What follows belongs to an exercise in optimizing a design on an open flow for a short achievable clock period and few clock cycles; a production flow would make more cautious choices.
The RTL was checked by simulation tests, not by an equivalence proof against the original design.
Power and IR drop assume default switching activity.

## the baseline
// processor
module processor (
  input  wire        clk,
  input  wire        reset,
  output wire [10:0] imem_addr,
  input  wire [17:0] imem_data,
  output wire [9:0]  dmem_addr,
  output wire        dmem_we,
  output wire [17:0] dmem_wdata,
  input  wire [17:0] dmem_rdata,
  output wire        halted
);
  localparam OP_HALT = 4'b0000;
  localparam OP_ADD  = 4'b0001;
  localparam OP_AND  = 4'b0010;
  localparam OP_NAND = 4'b0011;
  localparam OP_NOR  = 4'b0100;
  localparam OP_ADDI = 4'b0101;
  localparam OP_ANDI = 4'b0110;
  localparam OP_JUMP = 4'b0111;
  localparam OP_LD   = 4'b1000;
  localparam OP_ST   = 4'b1001;
  localparam OP_CMP  = 4'b1010;
  localparam OP_JE   = 4'b1011;
  localparam OP_JA   = 4'b1100;
  localparam OP_JB   = 4'b1101;
  localparam OP_JAE  = 4'b1110;
  localparam OP_JBE  = 4'b1111;
  reg  [10:0] pc_f;           
  reg  [10:0] pc_d;           
  reg         v_d;            
  reg         p_d;            
  reg         halt_q;
  reg         e_rep;          
  reg  [10:0] pc_e;
  reg         e_alu;          
  reg         e_add;          
  reg         e_ld;           
  reg         e_cmp;          
  reg         e_and, e_nand, e_nor;    
  reg  [3:0]  e_rd;
  reg  [17:0] x1, x2, x3;     
  reg  [15:0] e_wr;           
  reg  [15:0] e_wl;           
  reg  [15:0] w_wr;           
  reg         w_we;           
  reg  [3:0]  w_rd;
  reg         w_ld;           
  reg  [17:0] r_q;            
  reg         lt_q, gt_q;
  reg  [9:0]  daddr_q;
  reg         dwe_q;
  reg  [17:0] dwdata_q;
  reg  [17:0] rf [0:15];
  wire [17:0] sum;
  add18 u_add (.a(x2), .b(x3), .s(sum));
  ...
Size: ~2500 cells after synthesis, roughly 530 flip-flops.
==> flow/config.mk <==
export PLATFORM = sky130hd
export DESIGN_NAME = processor
export DESIGN_NICKNAME = processor
export VERILOG_FILES = /design/flow/design.v
export SDC_FILE = /design/flow/constraint.sdc
export NUM_CORES = 4
export LEC_CHECK = 0
export CAP_MARGIN = 20
export CORE_MARGIN = 2
export CORE_UTILIZATION = 40
export PLACE_DENSITY = 0.6
export SETUP_SLACK_MARGIN = 3.0
export SLEW_MARGIN = 20
export SYNTH_HIERARCHICAL = 1
==> flow/constraint.sdc <==
create_clock -name core_clock -period 5.0 [get_ports {clk}]
set_input_delay 1.0000 -clock core_clock [delete_from_list [all_inputs] [get_ports {clk}]]
set_output_delay 1.0000 -clock core_clock [all_outputs]
set_load 0.01 [all_outputs]
standard.sh (not shown) runs the stock make flow with config.mk's settings and CLKGATE_MAP_FILE= SYNTH_SCRIPT=/design/flow/synth_recipe.tcl, a recipe that flattens the netlist after the stock synthesis.
==> flow/flow/run.sh <==
#!/bin/bash
set -euo pipefail
export BUFFER_PORTS_ARGS="-buffer_cell sky130_fd_sc_hd__buf_4"
bash standard.sh > standard.log 2>&1
Testbench counts of the baseline, summed over its fixed seeds: cycles 28,464.
The inputs of the candidate differ from those of the baseline as listed below.
- a change of PLACE_DENSITY from 0.6 to 0.65
- a change of CORE_UTILIZATION from 40 to 50
## What came out
Flop-to-flop setup slack: the candidate vs the baseline down 0.17 ns. On combinational cell fraction of total power: between the baseline and the candidate, it ends up lower for the baseline. Clock network fraction of design power down 0.7 points in the candidate wrt the baseline. Number of buffers inserted by post-CTS setup repair (the candidate vs. the baseline) increases by a few percent. Power per standard cell area in the candidate is about 0.5% higher than in the baseline. Lower final worst clock skew among the baseline and the candidate: the candidate. The baseline → the candidate: sequential cell count level; hold slack lower; number of well taps shrank by about 20%; first-pass GRT wire length closely matched the old numbers; largest stage delay on the critical path went up by 0.10 ns.


processor again, from the RTL that the note above started with.
Design processor, start of the top module:
module processor (
  input  wire        clk,
  input  wire        reset,
  output wire [10:0] imem_addr,
  input  wire [17:0] imem_data,
  output wire [9:0]  dmem_addr,
  output wire        dmem_we,
  output wire [17:0] dmem_wdata,
  input  wire [17:0] dmem_rdata,
  output wire        halted
);
  localparam OP_HALT = 4'b0000;
  localparam OP_ADD  = 4'b0001;
  localparam OP_AND  = 4'b0010;
  localparam OP_NAND = 4'b0011;
  localparam OP_NOR  = 4'b0100;
  localparam OP_ADDI = 4'b0101;
  localparam OP_ANDI = 4'b0110;
  localparam OP_JUMP = 4'b0111;
  localparam OP_LD   = 4'b1000;
  localparam OP_ST   = 4'b1001;
  localparam OP_CMP  = 4'b1010;
  localparam OP_JE   = 4'b1011;
  localparam OP_JA   = 4'b1100;
  localparam OP_JB   = 4'b1101;
  localparam OP_JAE  = 4'b1110;
  localparam OP_JBE  = 4'b1111;
  reg  [10:0] pc_f;           
  reg  [10:0] pc_d;           
  reg         v_d;            
  reg         p_d;            
  reg         halt_q;
  reg         e_rep;          
  reg  [10:0] pc_e;
  reg         e_alu;          
  reg         e_add;          
  reg         e_ld;           
  reg         e_cmp;          
  reg         e_and, e_nand, e_nor;    
  reg  [3:0]  e_rd;
  reg  [17:0] x1, x2, x3;     
  ...
clock: 5.0 ns
lec_check: 0
cap_margin: 20
core_margin: 2
core_utilization: 40
place_density: 0.7
setup_slack_margin: 3.0
slew_margin: 20
synth_hierarchical: 1
Scripts as last shown in full above: flow/flow/run.sh
Testbench counts at the start, summed over its fixed seeds: cycles 28,464.
Change:
Settings changed: PLACE_DENSITY 0.7 to 0.6, SETUP_SLACK_MARGIN 3.0 to 3.3.
What happened:
- The changed run went through all stages and came out clean
- via count grows slightly
- cell count is higher by a few percent
- final area came out higher by a few percent
- die area does not change
- routed wire length came out higher by a little under a tenth
- register-to-register slack barely changes
- critical path depth rose by 2
- area after synthesis is unchanged
- setup slack improved by 0.065 ns
- clock skew increases by 0.015 ns
- hold slack gains 0.027 ns

[port drivers added, routing unchanged]
No port has a modelled driver above. Below, the same layouts with a new extraction and two added sets of constraints. Step 1: set_driving_cell puts a clkbuf_16 on clk and a buf_2 on each other input, an assumption about the parent block. Step 2 adds t to the input delays and takes it off the output delays; t is the mean of the earliest and latest rising clock arrival at the registers after step 1. Input paths then give back, and output paths get back, about the clock's delay inside the block. a / b / c = no drivers / after step 1 / after step 2; a / b = the first two.
| run | shift t [ns] | slack for setup (ns) | hold WS [ns] | worst register clock-pin slew, ns | worst slew at a driven data input, ns |
|---|---|---|---|---|---|
| the baseline | 0.697 | 2.678 / 2.537 / 1.840 | 0.403 / 0.403 / 0.403 | 0.07 / 0.07 | 0.36 |
| the candidate | 0.694 | 2.503 / 2.519 / 1.826 | 0.378 / 0.337 / 0.404 | 0.07 / 0.07 | 0.18 |
| the first run of note 2 | 0.676 | 2.590 / 2.601 / 1.925 | 0.376 / 0.337 / 0.408 | 0.08 / 0.08 | 0.14 |
| the second run of note 2 | 0.706 | 2.655 / 2.590 / 1.884 | 0.403 / 0.365 / 0.404 | 0.07 / 0.07 | 0.21 |
After both steps setup and hold are still met in every run listed. For the baseline, which loses most, drivers alone change the setup slack by -0.141 ns; drivers and shift together by -0.838 ns.
